Context: an optimization exercise on an open-source flow, tuned for small area, a short achievable clock period and few clock cycles. The choices shown serve that exercise and are no tape-out recipe.
Function was checked by simulation only, so behaviour that the tests miss may differ from the original.
No activity file was given, so power comes from the tool's default toggle rates.

==> flow/design.v (outline; a module is shown in full before it is edited, if it fits) <==
// module JAM: 1232 lines
module JAM (
input CLK,
input RST,
output reg [2:0] W,
output reg [2:0] J,
input [6:0] Cost,
output reg [3:0] MatchCount,
output reg [9:0] MinCost,
output reg Valid );
  // ...
==> flow/run.sh <==
#!/bin/bash
# synth_recipe.tcl (not shown) runs the flow's synth.tcl, then flattens the netlist and writes it again
# the make line also repeats each setting of config.mk as NAME=value (left out here)
make -C /OpenROAD-flow-scripts/flow DESIGN_CONFIG=/design/flow/config.mk WORK_HOME=/design/flow/orfs CLKGATE_MAP_FILE= SYNTH_SCRIPT=/design/flow/synth_recipe.tcl finish
==> flow/config.mk <==
export PLATFORM = sky130hd
export DESIGN_NAME = JAM
export DESIGN_NICKNAME = JAM
export VERILOG_FILES = /design/flow/design.v
export SDC_FILE = /design/flow/constraint.sdc
export NUM_CORES = 4
export LEC_CHECK = 0
export ABC_AREA = 1
export CAP_MARGIN = 20
export CORE_MARGIN = 2
export CORE_UTILIZATION = 40
export PLACE_DENSITY = 0.75
export SETUP_SLACK_MARGIN = 2.8
export SLEW_MARGIN = 20
export TNS_END_PERCENT = 100
==> flow/constraint.sdc <==
create_clock -name core_clock -period 5.0 [get_ports {CLK}]
set_input_delay 1.0000 -clock core_clock [delete_from_list [all_inputs] [get_ports {CLK}]]
set_output_delay 1.0000 -clock core_clock [all_outputs]
set_load 0.01 [all_outputs]
==> run_results.csv, run 1 <==
group,metric,value,unit
setup_path,start_kind,"flop",
place,dpl_cell_area,67200,µm²
setup_path,worstPathRequired,4000,ps
final_layout,layout_commonest_cell,"nand2_1",
setup_path,crit_end,"Valid",
setup_path,crit_cells,1,
place,hpwl,132000,µm
synthesis,post-synth-top-count-cell,"nand2_1",
grt,busiest_layer,"met2",
synthesis,synth_area_leaders,"dfxtp_1 45%, ha_1 17%, nand2_1 8.6%",
final_layout,diodes,2,
status,status,"no timing/DRC/antenna violations",
final_layout,drive_gt1_frac,0.0758,
clock_network,cts.path.max_buffers,3,
route,vias,47300,
timing,period_share,0.450,
final_layout,final_area,73700,µm²
route,met2WireLength,76500,µm
place,gp_congestion,0.961,
power,finalPower,46500,µW
route,viasPerCell,4.95,
setup_path,crit_fanout,2,
grt,grt_usage,0.203,
run,drv_cap,0,
route,routed_wl,170000,µm
final_layout,multi_input_area_share,0.427,
final_layout,seq_share,0.406,
min_path,hp-start,"R7_4[5]$_DFF_P_",
final_layout,seqCellArea,29900,µm²
setup_path,reg2reg_from,"X5_0[0]$_DFF_P_",
grt,grt_pass1_wl,259000,µm
grt,globalRouteMet3Util,0.0321,
Testbench counts, summed over its fixed seeds: cycles 5,392.
==> run 2: changes to the inputs <==
--- a/flow/config.mk
+++ b/flow/config.mk
@@ -10,4 +10,4 @@
 export CORE_MARGIN = 2
-export CORE_UTILIZATION = 40
-export PLACE_DENSITY = 0.75
+export CORE_UTILIZATION = 60
+export PLACE_DENSITY = 0.7
 export SETUP_SLACK_MARGIN = 2.8
==> run_results.csv, run 2 <==
group,metric,value,unit
status,status,"no timing/DRC/antenna violations",
min_path,hold_class,"flop to flop",
clock_network,cts_buffers,148,
route,postRouteAntennaNets,0,
die,fp-row-count,120,
die,die_height,332,µm
die,core-area,107000,µm²
setup_path,reg2reg_slack,2850,ps
final_layout,top_regs,"MinCost (10), mc (10), tot (10)",
clock_network,h-tree-depth,4,
timing,fin_skew,33.1,ps
die,ios,30,
synthesis,synth_seq_area_share,0.463,
final_layout,areaGrowthSynthToFinish,13.2,%
synthesis,synth_area_leaders,"dfxtp_1 45%, ha_1 17%, nand2_1 8.6%",
setup_path,worstPathRequired,4000,ps
timing,slew_headroom,0.381,
clock_network,cts.sinks,1483,
synthesis,synth.top_cells.by_count,"1481 x nand2_1, 1451 x dfxtp_1, 920 x inv_1",
synthesis,avgSynthCellArea,9.07,µm²
setup_path,start_kind,"flop",
synthesis,synth_fp_nets,8073,
power,powerDensity,642,nW/µm²
route,drtIter0Drc,3296,
die,dieWidth,332,µm
power,cellLeakagePower,0.0363,µW
synthesis,synth_cell_type_count,49,
timing,setup_viol,0,
setup_path,critPathCaptureType,"output pin",
timing,fin_crit,2260,ps
route,routed_wl,166000,µm
timing,fmax,443,MHz
route,viasPerCell,5.35,
power,finalPower,46900,µW
route,wl_per_cell,18.9,µm
grt,grt_usage,0.298,
grt,grt_max_degree,33,
power,vdd_drop_max,0.373,mV
synthesis,post-synth-top-count-cell,"nand2_1",
run,drv_cap,0,
die,die_area,110000,µm²
place,gp_congestion,0.982,
setup_path,worstPathArrival,1260,ps
power,switching_share,0.391,
power,pwr-share-clk,0.250,
final_layout,layout_commonest_cell,"nand2_1",
die,start_util,0.603,
setup_path,crit_fanout,2,
clock_network,clk_pin_slew,70,ps
timing,drv_slew,0,
clock_network,cts-root-buf,"clkbuf_16",
synthesis,synth_flop_cell,"dfxtp_1",
setup_path,slowest_stage,"dfxtp_4",
power,power_frac_comb,0.390,
setup_path,path_cells,"buf_6",
setup_path,crit_family,"flip-flops",
timing,period_share,0.452,
place,hpwl,129000,µm
grt,grt_pass1_wl,255000,µm
synthesis,synth_top_area_cell,"dfxtp_1",
grt,grt.overflow.total,0,
synthesis,syn_area,64400,µm²
timing,tightest_slew,928,ps
clock_network,cts.path.max_buffers,3,
power,p_sw,18300,µW
route,route.detailed.drc,0,
setup_path,critical_path.max_stage_delay,380,ps
synthesis,synth_edf_count,0,
clock_network,postCtsHoldBufs,0,
route,vias,47100,
grt,first_global_vias,45700,
place,io_buffers,29,
final_layout,fin_nets,8244,
power,sequentialPowerShare,0.360,
setup_path,criticalPathCategory,"flop to output pin",
synthesis,yosysWarningCount,1,
synthesis,synth-seq-cells,1483,
clock_network,cts_tree,"done",
timing,rsz0062_at_grt,"true",
clock_network,clkLatencyLatePin,770,ps
timing,fin_setup_tns,0,ps
final_layout,layout_common_cells,"1456 x nand2_1, 1404 x dfxtp_1, 908 x inv_1, 868 x ha_1, 551 x a21oi_1",
timing,final_hold_viol_count,0,
route,drtPass1Iterations,6,
setup_path,path_buf_inv,1,
final_layout,drive_gt1_frac,0.0788,
grt,antenna_found_initial,12,
synthesis,synth_top_cell_area_share,0.451,
synthesis,ys_async_sr_fraction,0.0216,
power,p_int,28500,µW
synthesis,syn-instance-count,7100,
-- run 2: changes by cell type in the layout (fill, tap and decap cells not counted), sizes merged --
| cell | delta |
|---|---|
| and2 | -1 |
| o31ai | +1 |
| clkinvlp | -9 |
| bufinv | -1 |
| clkbuf | +19 |
| diode | -1 |
| inv | -3 |
| nand2 | -1 |
| clkinv | -5 |
| clkdlybuf4s50 | -1 |
-- run 2: power by group through the flow --
stage / Combinational [µW] / Clock (µW) / Sequential [µW]
5_1_grt: 20600 / 12300 / 17100
6_report: 18300 / 11700 / 16900
3_5_place_dp: 16100 / 0 / 17000
2_1_floorplan: 12000 / 0 / 15800
3_3_place_gp: 15700 / 0 / 17000
4_1_cts: 16900 / 11800 / 16800
-- run 2: worst paths after layout --
path | start | end | depth (start not counted)
setup / recovery | Valid$_SDFF_PP0_ | Valid | 1
hold / removal | R4_0[4]$_DFF_P_ | R4_7[4]$_DFF_P_ | 0
setup reg to reg | X6_1[1]$_DFF_P_ | BU3_012_1[8]$_DFF_P_ | 6
hold reg to reg | R4_0[4]$_DFF_P_ | R4_7[4]$_DFF_P_ | 0
max in group asynchronous | RST | cnt[0]$_DFFE_PP0P_ | 3
min in group asynchronous | RST | ev[7]$_DFF_PP0_ | 3
-- run 2: cell families (layout without fill, tap and decap cells) --
family	after synthesis	after routing	synth area share
xor+xnor	354	354	0.0482
buf+inv	1017	1302	0.0598
simple gates	2295	2296	0.146
mux	6	6	0.00105
compound gates	981	982	0.0851
flops	1483	1483	0.463
fa+ha+maj	964	964	0.197
other cells	0	1	0
-- run 2: timing repair --
action | CTS | global route
pin swaps | 15 | 51
setup endpoints to repair | 230 | 282
buffers inserted | 23 | 24
resized for setup | 194 | 240
gates cloned | 1 | 4
-- run 2: final cells by class --
| type | count | area (µm²) |
|---|---|---|
| clock inverter | 58 | 923 |
| clock buffer | 208 | 4330 |
| multi-input combinational | 4602 | 31600 |
| fill | 8407 | 33800 |
| antenna | 1 | 2.50 |
| sequential | 1483 | 29900 |
| inverter | 949 | 3640 |
| timing repair inverter | 3 | 22.5 |
| tap | 1403 | 1760 |
| timing repair buffer | 84 | 739 |
-- run 2: routing by layer --
layer | routed length (µm) | vias up | GRT usage
li1 | - | 23500 | -
met1 | 75200 | 21900 | 0.402
met2 | 75700 | 1380 | 0.490
met3 | 8830 | 335 | 0.0367
met4 | 5930 | 4 | 0.114
met5 | 22 | - | 0
-- run 2: metrics by stage --
step                      setup slack (ps)   util  cells  area [µm²]  hold slack, ps
final                                 2740  0.683   8791       72900             317
after floorplan                       2860      -   7100       64400             310
after CTS                             2530  0.674   8762       72000             319
after global placement                2170  0.621   8472       66200             310
after global routing                  2700  0.683   8790       72900             323
after detailed placement              2190  0.621   8472       66300             312
==> run 3: changes to the inputs <==
--- a/flow/config.mk
+++ b/flow/config.mk
@@ -10,3 +10,5 @@
 export CORE_MARGIN = 2
-export CORE_UTILIZATION = 60
+export CORE_UTILIZATION = 40
+export CTS_CLUSTER_DIAMETER = 60
+export CTS_CLUSTER_SIZE = 10
 export PLACE_DENSITY = 0.7
==> run_results.csv, run 3 <==
group,metric,value,unit
setup_path,crit_cells,1,
final_layout,layout_commonest_cell,"nand2_1",
setup_path,worstPathArrival,1260,ps
final_layout,final_core_util,0.460,
clock_network,h-tree-depth,4,
die,start_util,0.402,
setup_path,worstPathRequired,4000,ps
grt,grt_usage,0.204,
route,routed_wl,170000,µm
setup_path,start_kind,"flop",
synthesis,post-synth-top-count-cell,"nand2_1",
synthesis,synth_seq_area_share,0.463,
route,vias,46900,
setup_path,slowest_stage,"dfxtp_4",
synthesis,avgSynthCellArea,9.07,µm²
final_layout,layout_common_cells,"1453 x nand2_1, 1397 x dfxtp_1, 904 x inv_1, 870 x ha_1, 556 x a21oi_1",
final_layout,fill_cells,15000,
grt,grt_pass1_wl,259000,µm
setup_path,crit_start,"Valid$_SDFF_PP0_",
grt,grt_max_degree,33,
die,core-area,160000,µm²
timing,period_share,0.452,
place,gp_congestion,0.941,
timing,fmax,442,MHz
timing,drv_slew,0,
synthesis,synth_area_leaders,"dfxtp_1 45%, ha_1 17%, nand2_1 8.6%",
synthesis,synth_edf_count,0,
synthesis,ys_async_sr_fraction,0.0216,
setup_path,crit_family,"flip-flops",
final_layout,layout.cells.non_filler,9514,
synthesis,yosysWarningCount,1,
die,die_height,405,µm
synthesis,synth_top_area_cell,"dfxtp_1",
timing,fin_crit,2260,ps
synthesis,synth_top_cell_area_share,0.451,
grt,grt.overflow.total,0,
route,drtPass1Iterations,6,
timing,rsz0062_at_grt,"true",
route,wl_per_cell,17.8,µm
final_layout,drive_gt1_frac,0.0757,
timing,fin_setup_tns,0,ps
route,drtIter0Drc,3548,
min_path,holdPathStages,0,
setup_path,path_cells,"buf_6",
timing,fin_skew,38.3,ps
clock_network,cts.sinks,1483,
place,io_buffers,29,
power,p_sw,18500,µW
status,status,"no timing/DRC/antenna violations",
setup_path,critical_path.max_stage_delay,360,ps
synthesis,synth-seq-cells,1483,
grt,antenna_found_initial,12,
run,drv_cap,0,
die,die_area,164000,µm²
timing,tightest_slew,849,ps
power,finalPower,46500,µW
clock_network,postCtsHoldBufs,0,
synthesis,synth_cell_type_count,49,
place,pre_cts_ws,2240,ps
clock_network,cts_buffers,175,
power,pwr-share-clk,0.243,
route,route.detailed.drc,0,
timing,setup_slack,2740,ps
setup_path,reg2reg_depth,10,
synthesis,synth_fp_nets,8073,
timing,slew_headroom,0.433,
power,vdd_drop_max,0.329,mV
final_layout,top_regs,"MinCost (10), mc (10), tot (10)",
final_layout,diodes,0,
synthesis,syn_area,64400,µm²
clock_network,clk_pin_slew,50,ps
power,cellLeakagePower,0.0361,µW
die,ios,30,
place,place_inst,9236,
timing,setup_viol,0,
setup_path,critPathCaptureType,"output pin",
clock_network,cts-root-buf,"clkbuf_16",
synthesis,synth.top_cells.by_count,"1481 x nand2_1, 1451 x dfxtp_1, 920 x inv_1",
die,dieWidth,405,µm
setup_path,reg2reg_from,"BCA[0]$_DFF_P_",
grt,first_global_vias,46000,
setup_path,crit_fanout,2,
clock_network,cts_tree,"done",
timing,final_hold_viol_count,0,
die,fp-row-count,147,
synthesis,synth_flop_cell,"dfxtp_1",
clock_network,clkLatencyLatePin,810,ps
setup_path,path_buf_inv,1,
place,hpwl,131000,µm
power,sequentialPowerShare,0.363,
final_layout,areaGrowthSynthToFinish,14.3,%
setup_path,criticalPathCategory,"flop to output pin",
power,powerDensity,631,nW/µm²
power,p_int,28000,µW
power,switching_share,0.397,
setup_path,r2r_end,"totn[3]$_DFF_P_",
final_layout,fin_nets,8281,
power,power_frac_comb,0.394,
setup_path,crit_end,"Valid",
setup_path,reg2reg_slack,2790,ps
min_path,hold_class,"flop to flop",
route,postRouteAntennaNets,0,
synthesis,syn-instance-count,7100,
clock_network,cts.path.max_buffers,3,
route,viasPerCell,4.93,
run 3: changes by cell type in the layout (fill, tap and decap cells not counted), moves of 7 or more:
cell	previous run	this run
dfxtp_2	41	52
clkbuf_16	154	178
clkbuf_1	27	15
bufinv_16	17	2
clkinv_2	19	5
dfxtp_1	1404	1397
buf_4	47	56
clkbuf_8	27	4
run 3: layout make-up:
class / instances / area, µm² / share of cell area
Multi-Input combinational cell: 4602 / 31600 / 0.429
Sequential cell: 1483 / 29900 / 0.406
Clock buffer: 197 / 4570 / 0.0620
Inverter: 949 / 3640 / 0.0495
Tap cell: 2160 / 2700 / 0.0367
Timing Repair Buffer: 92 / 805 / 0.0109
Clock inverter: 26 / 419 / 0.00569
Timing Repair inverter: 5 / 32.5 / 0.000442
run 3: per-stage QoR:
step                hold WS (ps)  area, µm²
CTS                          299      72700
detailed placement           312      67200
global placement             310      67200
global route                 302      73600
floorplan                    310      64400
finish                       303      73600
run 3: worst min-delay path by stage:
stage / from / end
5_1_grt: R7_4[2]$_DFF_P_ / R7_3[2]$_DFF_P_
6_report: R7_4[2]$_DFF_P_ / R7_3[2]$_DFF_P_
3_3_place_gp: R6_7[2]$_DFF_P_ / R6_6[2]$_DFF_P_
2_1_floorplan: BP_01_e$_DFF_P_ / BE2[0]$_DFF_P_
3_5_place_dp: R2_7[0]$_DFF_P_ / R2_6[0]$_DFF_P_
4_1_cts: R7_4[2]$_DFF_P_ / R7_3[2]$_DFF_P_
run 3: timing repair:
item | 4_1_cts | 5_1_grt
endpoints found under the setup margin | 244 | 291
cloned | 0 | 7
pin swaps | 20 | 43
hold endpoints to repair | 0 | 0
gates resized for setup | 205 | 234
setup buffers | 18 | 30
run 3: layer usage:
layer  routed length, µm  GRT usage  vias up
li1                    -          -    23500
met1               77600      0.276    21900
met2               77000      0.330     1315
met3                9690     0.0286      309
met4                5490     0.0711        0
met5                   0          0        -
run 3: cells by family after synthesis:
family,count (synthesis),synth area share
DFF,1483,0.463
and+or+nand+nor,2295,0.146
adders and majority gates,964,0.197
muxes,6,0.00105
AOI/OAI and AO/OA,981,0.0851
buffers and inverters,1017,0.0598
xor gates and xnor gates,354,0.0482
run 3: power by group through the flow:
stage          Sequential, µW  Combinational, µW  Clock (µW)
3_5_place_dp            17100              16200           0
5_1_grt                 17100              20700       12000
4_1_cts                 16800              16900       11500
6_report                16900              18300       11300
3_3_place_gp            17000              15900           0
2_1_floorplan           15800              12000           0
==> run 4: changes to the inputs <==
--- a/flow/config.mk
+++ b/flow/config.mk
@@ -11,4 +11,4 @@
 export CORE_UTILIZATION = 40
-export CTS_CLUSTER_DIAMETER = 60
-export CTS_CLUSTER_SIZE = 10
+export CTS_CLUSTER_DIAMETER = 100
+export CTS_CLUSTER_SIZE = 25
 export PLACE_DENSITY = 0.7
==> run_results.csv, run 4 <==
group,metric,value,unit
route,route.detailed.drc,0,
setup_path,start_kind,"flop",
route,drtPass1Iterations,6,
route,postRouteAntennaNets,0,
synthesis,synth_top_area_cell,"dfxtp_1",
power,switching_share,0.419,
power,power_frac_comb,0.440,
final_layout,fill_cells,15300,
timing,final_hold_viol_count,0,
final_layout,drive_gt1_frac,0.0625,
die,dieWidth,405,µm
timing,slew_headroom,0.449,
clock_network,cts.path.max_buffers,3,
clock_network,cts-root-buf,"clkbuf_16",
setup_path,reg2reg_depth,7,
synthesis,synth.top_cells.by_count,"1481 x nand2_1, 1451 x dfxtp_1, 920 x inv_1",
clock_network,h-tree-depth,3,
place,gp_congestion,0.941,
setup_path,reg2reg_slack,2850,ps
grt,grt_pass1_wl,254000,µm
clock_network,cts_tree,"done",
route,wl_per_cell,17.7,µm
clock_network,clk_pin_slew,90,ps
timing,tightest_slew,826,ps
die,die_height,405,µm
timing,setup_viol,0,
setup_path,crit_fanout,2,
grt,grt_usage,0.198,
power,sequentialPowerShare,0.405,
setup_path,worstPathArrival,1180,ps
setup_path,path_buf_inv,1,
final_layout,diodes,0,
final_layout,areaGrowthSynthToFinish,9.89,%
route,drtIter0Drc,3606,
synthesis,synth_cell_type_count,49,
synthesis,ys_async_sr_fraction,0.0216,
timing,rsz0062_at_grt,"true",
grt,grt.overflow.total,0,
final_layout,layout_common_cells,"1450 x nand2_1, 1387 x dfxtp_1, 911 x inv_1, 867 x ha_1, 555 x a21oi_1",
setup_path,crit_family,"flip-flops",
route,viasPerCell,4.92,
route,routed_wl,166000,µm
clock_network,clkLatencyLatePin,730,ps
timing,drv_slew,0,
synthesis,synth-seq-cells,1483,
synthesis,syn-instance-count,7100,
die,ios,30,
synthesis,synth_flop_cell,"dfxtp_1",
power,p_int,24200,µW
grt,antenna_found_initial,12,
setup_path,slowest_stage,"dfxtp_4",
synthesis,syn_area,64400,µm²
grt,first_global_vias,44700,
clock_network,cts.sinks,1483,
timing,fmax,459,MHz
synthesis,post-synth-top-count-cell,"nand2_1",
setup_path,r2r_end,"BS_13_1[6]$_DFF_P_",
setup_path,crit_start,"Valid$_SDFF_PP0_",
power,p_sw,17400,µW
clock_network,cts_buffers,70,
synthesis,synth_seq_area_share,0.463,
timing,fin_crit,2180,ps
final_layout,seqCellArea,29900,µm²
power,cellLeakagePower,0.0347,µW
setup_path,crit_cells,1,
final_layout,multi_input_area,31600,µm²
setup_path,reg2reg_from,"X4_1[1]$_DFF_P_",
synthesis,yosysWarningCount,1,
timing,fin_skew,33.5,ps
synthesis,synth_top_cell_area_share,0.451,
die,die_area,164000,µm²
setup_path,path_cells,"buf_6",
die,fp-row-count,147,
final_layout,layout_commonest_cell,"nand2_1",
clock_network,postCtsHoldBufs,0,
power,powerDensity,588,nW/µm²
synthesis,synth_edf_count,0,
setup_path,crit_end,"Valid",
power,finalPower,41600,µW
timing,fin_setup_tns,0,ps
power,vdd_drop_max,0.339,mV
setup_path,worstPathRequired,4000,ps
place,hpwl,131000,µm
die,core-area,160000,µm²
synthesis,synth_area_leaders,"dfxtp_1 45%, ha_1 17%, nand2_1 8.6%",
synthesis,synth_fp_nets,8073,
min_path,holdPathStages,0,
final_layout,top_regs,"MinCost (10), mc (10), tot (10)",
setup_path,criticalPathCategory,"flop to output pin",
status,status,"no timing/DRC/antenna violations",
setup_path,critPathCaptureType,"output pin",
power,pwr-share-clk,0.155,
final_layout,fin_nets,8187,
grt,grt_max_degree,33,
min_path,hold_class,"flop to flop",
die,start_util,0.402,
timing,period_share,0.435,
place,io_buffers,29,
synthesis,avgSynthCellArea,9.07,µm²
setup_path,critical_path.max_stage_delay,370,ps
run,drv_cap,0,
route,vias,46200,
[run 4: changes by cell type in the layout (fill, tap and decap cells not counted), sizes merged]
cell      previous run  this run
inv                943       946
clkinv              21         8
bufinv               3         1
nand2             1485      1486
clkinvlp            13         8
buf                 84        95
clkbuf             197        83
[run 4: worst min path at each step]
stage | start | endpoint | slack [ps]
after floorplan | BP_01_e$_DFF_P_ | BE2[0]$_DFF_P_ | 310
after global placement | R6_7[2]$_DFF_P_ | R6_6[2]$_DFF_P_ | 310
after detailed placement | R2_7[0]$_DFF_P_ | R2_6[0]$_DFF_P_ | 310
after CTS | R5_1[0]$_DFF_P_ | R5_0[0]$_DFF_P_ | 320
after global routing | R5_1[0]$_DFF_P_ | R5_0[0]$_DFF_P_ | 330
final | R5_1[0]$_DFF_P_ | R5_0[0]$_DFF_P_ | 320
[run 4: power by group through the flow]
stage	clock network, µW	registers [µW]	logic [µW]
floorplan	0	15800	12000
global placement	0	17000	15900
detailed placement	0	17100	16200
CTS	6570	16800	16800
global route	6970	17100	20700
finish	6430	16800	18300
[run 4: routing by layer]
metal / GRT usage / wire length (µm) / up-vias
li1: - / - / 23200
met1: 0.274 / 77900 / 21500
met2: 0.326 / 75300 / 1243
met3: 0.0221 / 8020 / 277
met4: 0.0576 / 5110 / 0
met5: 0 / 0 / -
[run 4: logic make-up after synthesis]
group | Yosys count | share of synthesized area
adder cells (fa/ha/maj) | 964 | 0.197
flip-flops | 1483 | 0.463
AND/OR/NAND/NOR | 2295 | 0.146
XOR/XNOR | 354 | 0.0482
buffers and inverters | 1017 | 0.0598
multiplexers | 6 | 0.00105
AO/OA/AOI/OAI | 981 | 0.0851
[run 4: timing repair]
action                                  CTS  global route
endpoints found under the setup margin  244           289
setup buffers                            18            41
pin swaps                                19            59
gates cloned                              0             7
gates resized for setup                 201           250
hold endpoints to repair                  0             0
[run 4: cell type report]
class | instances | area share
repair inverters | 4 | 0.000389
repair buffers | 103 | 0.0129
clock inverters | 10 | 0.00207
clock buffers | 83 | 0.0259
flip-flops and latches | 1483 | 0.423
inverters | 949 | 0.0513
well taps | 2160 | 0.0382
multi-input cells | 4603 | 0.446
[run 4: through the flow]
stage	cell area [µm²]	cells	utilization	hold WS, ps	setup slack [ps]
floorplan	64400	7100	-	310	2860
global placement	67200	9235	0.420	310	2260
detailed placement	67200	9236	0.420	312	2240
CTS	69600	9347	0.435	322	2780
global route	70800	9395	0.442	326	2720
finish	70800	9395	0.442	318	2820
==> run 5: changes to the inputs <==
--- a/flow/config.mk
+++ b/flow/config.mk
@@ -10,4 +10,4 @@
 export CORE_MARGIN = 2
-export CORE_UTILIZATION = 40
-export CTS_CLUSTER_DIAMETER = 100
+export CORE_UTILIZATION = 50
+export CTS_CLUSTER_DIAMETER = 150
 export CTS_CLUSTER_SIZE = 25
==> run_results.csv, run 5 <==
group,metric,value,unit
setup_path,criticalPathCategory,"flop to flop",
die,dieWidth,363,µm
power,finalPower,40800,µW
place,hpwl,130000,µm
timing,fin_setup_tns,0,ps
route,wl_per_cell,18.3,µm
synthesis,synth.top_cells.by_count,"1481 x nand2_1, 1451 x dfxtp_1, 920 x inv_1",
final_layout,multi_input_area,31500,µm²
clock_network,cts_buffers,69,
final_layout,top_regs,"MinCost (10), mc (10), tot (10)",
synthesis,syn-instance-count,7100,
timing,final_hold_viol_count,0,
route,viasPerCell,5.19,
setup_path,start_kind,"flop",
timing,fin_skew,29.6,ps
timing,fmax,459,MHz
grt,grt_pass1_wl,249000,µm
die,ios,30,
place,pre_cts_ws,2170,ps
status,status,"no timing/DRC/antenna violations",
clock_network,cts.path.max_buffers,3,
synthesis,synth_edf_count,0,
clock_network,postCtsHoldBufs,0,
synthesis,synth_cell_type_count,49,
final_layout,drive_gt1_frac,0.0529,
final_layout,layout.cells.non_filler,8852,
timing,rsz0062_at_grt,"true",
synthesis,synth_top_area_cell,"dfxtp_1",
die,die_height,363,µm
place,place_inst,8734,
clock_network,clk_pin_slew,100,ps
power,cellLeakagePower,0.0345,µW
final_layout,fill_cells,11300,
synthesis,syn_area,64400,µm²
grt,grt_usage,0.243,
final_layout,seqCellArea,29900,µm²
route,met2WireLength,74900,µm
place,io_buffers,29,
min_path,holdPathStages,0,
setup_path,critPathCaptureType,"flop",
clock_network,clkLatencyLatePin,680,ps
synthesis,synth_fp_nets,8073,
min_path,hold_class,"flop to flop",
timing,hold_slack,327,ps
final_layout,layout_commonest_cell,"nand2_1",
timing,tightest_slew,1010,ps
route,route.detailed.drc,0,
route,routed_wl,162000,µm
clock_network,cts_tree,"done",
synthesis,synth-seq-cells,1483,
die,fp-row-count,131,
final_layout,areaGrowthSynthToFinish,7.99,%
clock_network,h-tree-depth,3,
final_layout,fin_nets,8150,
route,m1WireLength,74300,µm
run,drv_cap,0,
setup_path,worstPathArrival,2740,ps
synthesis,ys_async_sr_fraction,0.0216,
route,highest_layer,"met5",
setup_path,reg2reg_depth,13,
timing,slew_headroom,0.328,
route,drtPass1Iterations,8,
route,postRouteAntennaNets,0,
timing,drv_slew,0,
route,vias,45900,
die,die_area,132000,µm²
timing,setup_viol,0,
power,vdd_drop_max,0.352,mV
clock_network,cts.sinks,1483,
grt,antenna_found_initial,9,
synthesis,synth_seq_area_share,0.463,
synthesis,yosysWarningCount,1,
timing,fin_crit,2180,ps
grt,first_global_vias,44200,
synthesis,synth_flop_cell,"dfxtp_1",
grt,grt.overflow.total,0,
final_layout,layout_common_cells,"1454 x nand2_1, 1398 x dfxtp_1, 912 x inv_1, 870 x ha_1, 557 x a21oi_1",
synthesis,avgSynthCellArea,9.07,µm²
setup_path,worstPathRequired,5560,ps
synthesis,synth_area_leaders,"dfxtp_1 45%, ha_1 17%, nand2_1 8.6%",
route,drtIter0Drc,3296,
timing,setup_slack,2820,ps
route,wl_met3,8120,µm
clock_network,cts-root-buf,"clkbuf_16",
grt,grt_max_degree,33,
die,start_util,0.505,
timing,period_share,0.436,
die,core-area,128000,µm²
power,powerDensity,587,nW/µm²
synthesis,synth_top_cell_area_share,0.451,
place,gp_congestion,0.963,
synthesis,post-synth-top-count-cell,"nand2_1",
setup_path,crit_fanout,5,
run 5: logic make-up after synthesis:
| logic type | after synthesis | synth area share |
|---|---|---|
| AND/OR/NAND/NOR | 2295 | 0.146 |
| AO/OA/AOI/OAI | 981 | 0.0851 |
| buffers and inverters | 1017 | 0.0598 |
| multiplexers | 6 | 0.00105 |
| XOR/XNOR | 354 | 0.0482 |
| flip-flops | 1483 | 0.463 |
| adder cells (fa/ha/maj) | 964 | 0.197 |
run 5: repair_timing:
action                                  CTS  global route
gates resized for setup                 183           221
gates cloned                              0             3
buffers inserted                         16            15
endpoints found under the setup margin  241           288
pin swaps                                17            32
run 5: cell type report:
type,instances,share of cell area
Antenna cell,1,0.0000360
Timing Repair Buffer,71,0.00842
Multi-Input combinational cell,4602,0.453
Clock inverter,5,0.00101
Sequential cell,1483,0.430
Tap cell,1662,0.0299
Clock buffer,78,0.0256
Inverter,949,0.0521
Timing Repair inverter,1,0.000108
run 5: through the flow:
step | utilization | cell area (µm²)
after floorplan | - | 64400
final | 0.545 | 69600
after detailed placement | 0.522 | 66600
after global placement | 0.522 | 66600
after CTS | 0.539 | 68800
after global routing | 0.545 | 69600
run 5: final timing paths:
kind / start / to / slack [ps]
setup / recovery: BCA[0]$_DFF_P_ / totn[3]$_DFF_P_ / 2820
hold / removal: patD3[1]$_DFF_P_ / patD4[1]$_DFF_P_ / 330
setup reg to reg: BCA[0]$_DFF_P_ / totn[3]$_DFF_P_ / 2820
hold reg to reg: patD3[1]$_DFF_P_ / patD4[1]$_DFF_P_ / 330
max in group asynchronous: RST / cnt[1]$_DFFE_PP0P_ / 3610
min in group asynchronous: RST / fst[7]$_DFF_PP0_ / 1050
run 5: worst max-delay path: stages, from the launching register on:
cell and delay, ps:
dfxtp_2 340, ha_4 160, fa_2 540, buf_12 130
buf_6 100, ha_4 200, nand2_2 60, nand2_1 50
nand2_1 60, nand3_1 70, nand3_1 110, nand3_1 90
nand3_1 110, nand2_1 50
run 5: per-layer routing:
metal	GRT usage	up-vias
met5	0	-
met4	0.0698	2
met3	0.0255	247
met2	0.406	1193
met1	0.333	21400
li1	-	23100
run 5: report_power, final:
group / switching (µW) / internal, µW / leakage (µW)
clock: 3620 / 2580 / 0.000905
sequential: 2310 / 14500 / 0.0126
combinational: 11100 / 6800 / 0.0210
total: 17000 / 23900 / 0.0345
==> run 6: changes to the inputs <==
--- a/flow/config.mk
+++ b/flow/config.mk
@@ -10,3 +10,3 @@
 export CORE_MARGIN = 2
-export CORE_UTILIZATION = 50
+export CORE_UTILIZATION = 40
 export CTS_CLUSTER_DIAMETER = 150
@@ -14,3 +14,3 @@
 export PLACE_DENSITY = 0.7
-export SETUP_SLACK_MARGIN = 2.8
+export SETUP_SLACK_MARGIN = 2.75
 export SLEW_MARGIN = 20
==> run_results.csv, run 6 <==
group,metric,value,unit
synthesis,syn_area,64400,µm²
route,drtPass1Iterations,6,
power,cellLeakagePower,0.0344,µW
status,status,"no timing/DRC/antenna violations",
final_layout,seqCellArea,29900,µm²
timing,rsz0062_at_grt,"true",
grt,grt.overflow.total,0,
route,route.detailed.drc,0,
synthesis,synth_fp_nets,8073,
route,vias,45900,
setup_path,critical_path.max_stage_delay,660,ps
place,io_buffers,29,
timing,setup_viol,0,
power,switching_share,0.418,
timing,drv_slew,0,
route,postRouteAntennaNets,0,
route,routed_wl,165000,µm
timing,final_hold_viol_count,0,
synthesis,synth_edf_count,0,
synthesis,ys_async_sr_fraction,0.0216,
synthesis,yosysWarningCount,1,
final_layout,final_area,70000,µm²
route,wl_per_cell,17.7,µm
clock_network,cts.sinks,1483,
final_layout,fin_nets,8154,
clock_network,cts.path.max_buffers,3,
timing,fin_skew,31.2,ps
grt,grt_pass1_wl,253000,µm
timing,tightest_slew,818,ps
place,gp_congestion,0.941,
place,dpl_cell_area,67200,µm²
timing,slew_headroom,0.454,
timing,fin_setup_tns,0,ps
timing,period_share,0.447,
setup_path,path_cells,"nor2_1, inv_2, nand2_1, o31ai_2, nor2_1, buf_4, inv_2, nand2_1, nand2_1",
synthesis,synth_area_leaders,"dfxtp_1 45%, ha_1 17%, nand2_1 8.6%",
setup_path,crit_fanout,10,
grt,grt_max_degree,33,
setup_path,critPathCaptureType,"flop",
synthesis,post-synth-top-count-cell,"nand2_1",
synthesis,synth_top_area_cell,"dfxtp_1",
die,ios,30,
clock_network,cts_buffers,69,
power,powerDensity,583,nW/µm²
final_layout,multi_input_area,31300,µm²
setup_path,critPathMostFrequentCell,"nand2_1",
synthesis,avgSynthCellArea,9.07,µm²
power,power_frac_comb,0.434,
final_layout,layout_common_cells,"1465 x nand2_1, 1409 x dfxtp_1, 916 x inv_1, 874 x ha_1, 562 x a21oi_1",
synthesis,synth.top_cells.by_count,"1481 x nand2_1, 1451 x dfxtp_1, 920 x inv_1",
power,p_sw,17100,µW
clock_network,cts_tree,"done",
final_layout,layout_commonest_cell,"nand2_1",
grt,antenna_found_initial,15,
timing,fin_crit,2240,ps
run,drv_cap,0,
die,core-area,160000,µm²
setup_path,criticalPathCategory,"flop to flop",
route,drtIter0Drc,3754,
setup_path,worstPathRequired,5630,ps
min_path,hold_class,"flop to flop",
die,dieWidth,405,µm
final_layout,fill_cells,15300,
die,die_area,164000,µm²
power,sequentialPowerShare,0.412,
final_layout,top_regs,"MinCost (10), mc (10), tot (10)",
setup_path,start_kind,"flop",
synthesis,synth_cell_type_count,49,
power,pwr-share-clk,0.154,
final_layout,drive_gt1_frac,0.0479,
grt,grt_usage,0.198,
synthesis,synth_seq_area_share,0.463,
clock_network,cts-root-buf,"clkbuf_16",
clock_network,clk_pin_slew,100,ps
die,start_util,0.402,
synthesis,synth_top_cell_area_share,0.451,
synthesis,synth-seq-cells,1483,
clock_network,postCtsHoldBufs,0,
clock_network,h-tree-depth,3,
clock_network,clkLatencyLatePin,700,ps
die,fp-row-count,147,
power,p_int,23700,µW
final_layout,areaGrowthSynthToFinish,8.68,%
setup_path,slowest_stage,"o31ai_2",
synthesis,synth_flop_cell,"dfxtp_1",
power,vdd_drop_max,0.293,mV
setup_path,worstPathArrival,2870,ps
synthesis,syn-instance-count,7100,
timing,fmax,447,MHz
die,die_height,405,µm
place,hpwl,131000,µm
grt,first_global_vias,44500,
route,viasPerCell,4.90,
==> run 6: cell counts after synthesis <==
Identical to the previous run, type by type.
==> run 6: worst paths after layout <==
path | slack [ps] | startpoint | endpoint | cells after the start
setup / recovery | 2760 | patD4[1]$_DFF_P_ | X3_2[4]$_DFF_P_ | 9
hold / removal | 330 | R4_0[5]$_DFF_P_ | R4_7[5]$_DFF_P_ | 0
setup reg to reg | 2760 | patD4[1]$_DFF_P_ | X3_2[4]$_DFF_P_ | 9
hold reg to reg | 330 | R4_0[5]$_DFF_P_ | R4_7[5]$_DFF_P_ | 0
max in group asynchronous | 3530 | RST | lst[7]$_DFF_PP0_ | 4
min in group asynchronous | 1040 | RST | cnt[2]$_DFFE_PP0P_ | 4
==> run 6: layer usage <==
layer	GRT usage	vias up	wire [µm]
li1	-	23200	-
met3	0.0238	261	7840
met5	0	-	34
met1	0.273	21300	78000
met4	0.0572	4	4970
met2	0.325	1138	74700
==> run 6: layout make-up <==
cell class | instances | area share
diodes | 2 | 0.0000715
clock buffers | 84 | 0.0258
clock inverters | 6 | 0.00116
inverters | 949 | 0.0518
multi-input cells | 4600 | 0.447
flip-flops and latches | 1483 | 0.427
well taps | 2160 | 0.0386
repair buffers | 74 | 0.00822
repair inverters | 4 | 0.000429
==> run 6: stage by stage <==
| stage | worst slack, ps | power, µW | hold WS [ps] | utilization | std cells |
|---|---|---|---|---|---|
| after floorplan | 2860 | 27800 | 310 | - | 7100 |
| after global placement | 2260 | 32900 | 310 | 0.420 | 9235 |
| after detailed placement | 2240 | 33300 | 312 | 0.420 | 9236 |
| after CTS | 2750 | 39900 | 327 | 0.433 | 9341 |
| after global routing | 2670 | 43900 | 337 | 0.437 | 9360 |
| final | 2760 | 40800 | 330 | 0.437 | 9362 |
==> run 6: cell families (layout without fill, tap and decap cells) <==
kind of cell / after synthesis / count (layout) / share of synthesized area
adders and majority gates: 964 / 964 / 0.197
other: 0 / 2 / 0
DFF: 1483 / 1483 / 0.463
and+or+nand+nor: 2295 / 2295 / 0.146
muxes: 6 / 6 / 0.00105
xor gates and xnor gates: 354 / 354 / 0.0482
AOI/OAI and AO/OA: 981 / 981 / 0.0851
buffers and inverters: 1017 / 1117 / 0.0598
==> run 6: power groups by stage <==
stage          Sequential (µW)  Clock, µW  Combinational (µW)
3_5_place_dp             17100          0               16200
6_report                 16800       6290               17700
2_1_floorplan            15800          0               12000
4_1_cts                  16800       6420               16700
5_1_grt                  17000       6820               20000
3_3_place_gp             17000          0               15900
==> run 6: timing repair <==
item	CTS	global route
gates cloned	0	4
setup buffers	15	15
endpoints found under the setup margin	209	259
pin swaps	15	31
resized for setup	159	163
==> run 6: critical path, delay by kind of cell, from the launching register on <==
family	cells	cell delay, ps
compound gates	1	660
buf+inv	3	500
simple gates	5	580
flops	1	420

[what the ideal ports hide]
No port has a modelled driver above. Below, the same layouts with a new extraction and two added sets of constraints. Step 1, drivers: a clkbuf_16 drives CLK and a buf_2 each remaining input, both assumed. Step 2 adds t to the input delays and takes it off the output delays; t is the mean of the earliest and latest rising clock arrival at the registers after step 1. Input paths then give back, and output paths get back, about the clock's delay inside the block. Three values: ideal ports, drivers, drivers and shift; two values: the first two.
run | t (ns) | setup WS [ns] | latest minus earliest clock arrival (ns) | worst slew at a driven data input, ns
run 1 | 0.855 | 2.750 / 2.671 / 2.604 | 0.046 / 0.046 | 0.03
run 2 | 0.840 | 2.742 / 2.662 / 2.577 | 0.040 / 0.040 | 0.03
run 3 | 0.863 | 2.739 / 2.663 / 2.605 | 0.039 / 0.039 | 0.03
run 4 | 0.778 | 2.824 / 2.751 / 2.607 | 0.040 / 0.040 | 0.03
run 5 | 0.747 | 2.820 / 2.767 / 2.650 | 0.034 / 0.034 | 0.03
run 6 | 0.769 | 2.764 / 2.739 / 2.619 | 0.036 / 0.036 | 0.03
After both steps every run listed still meets setup and hold. The setup slack of run 4, which loses most, moves by -0.073 ns with the drivers and by -0.217 ns with both steps.
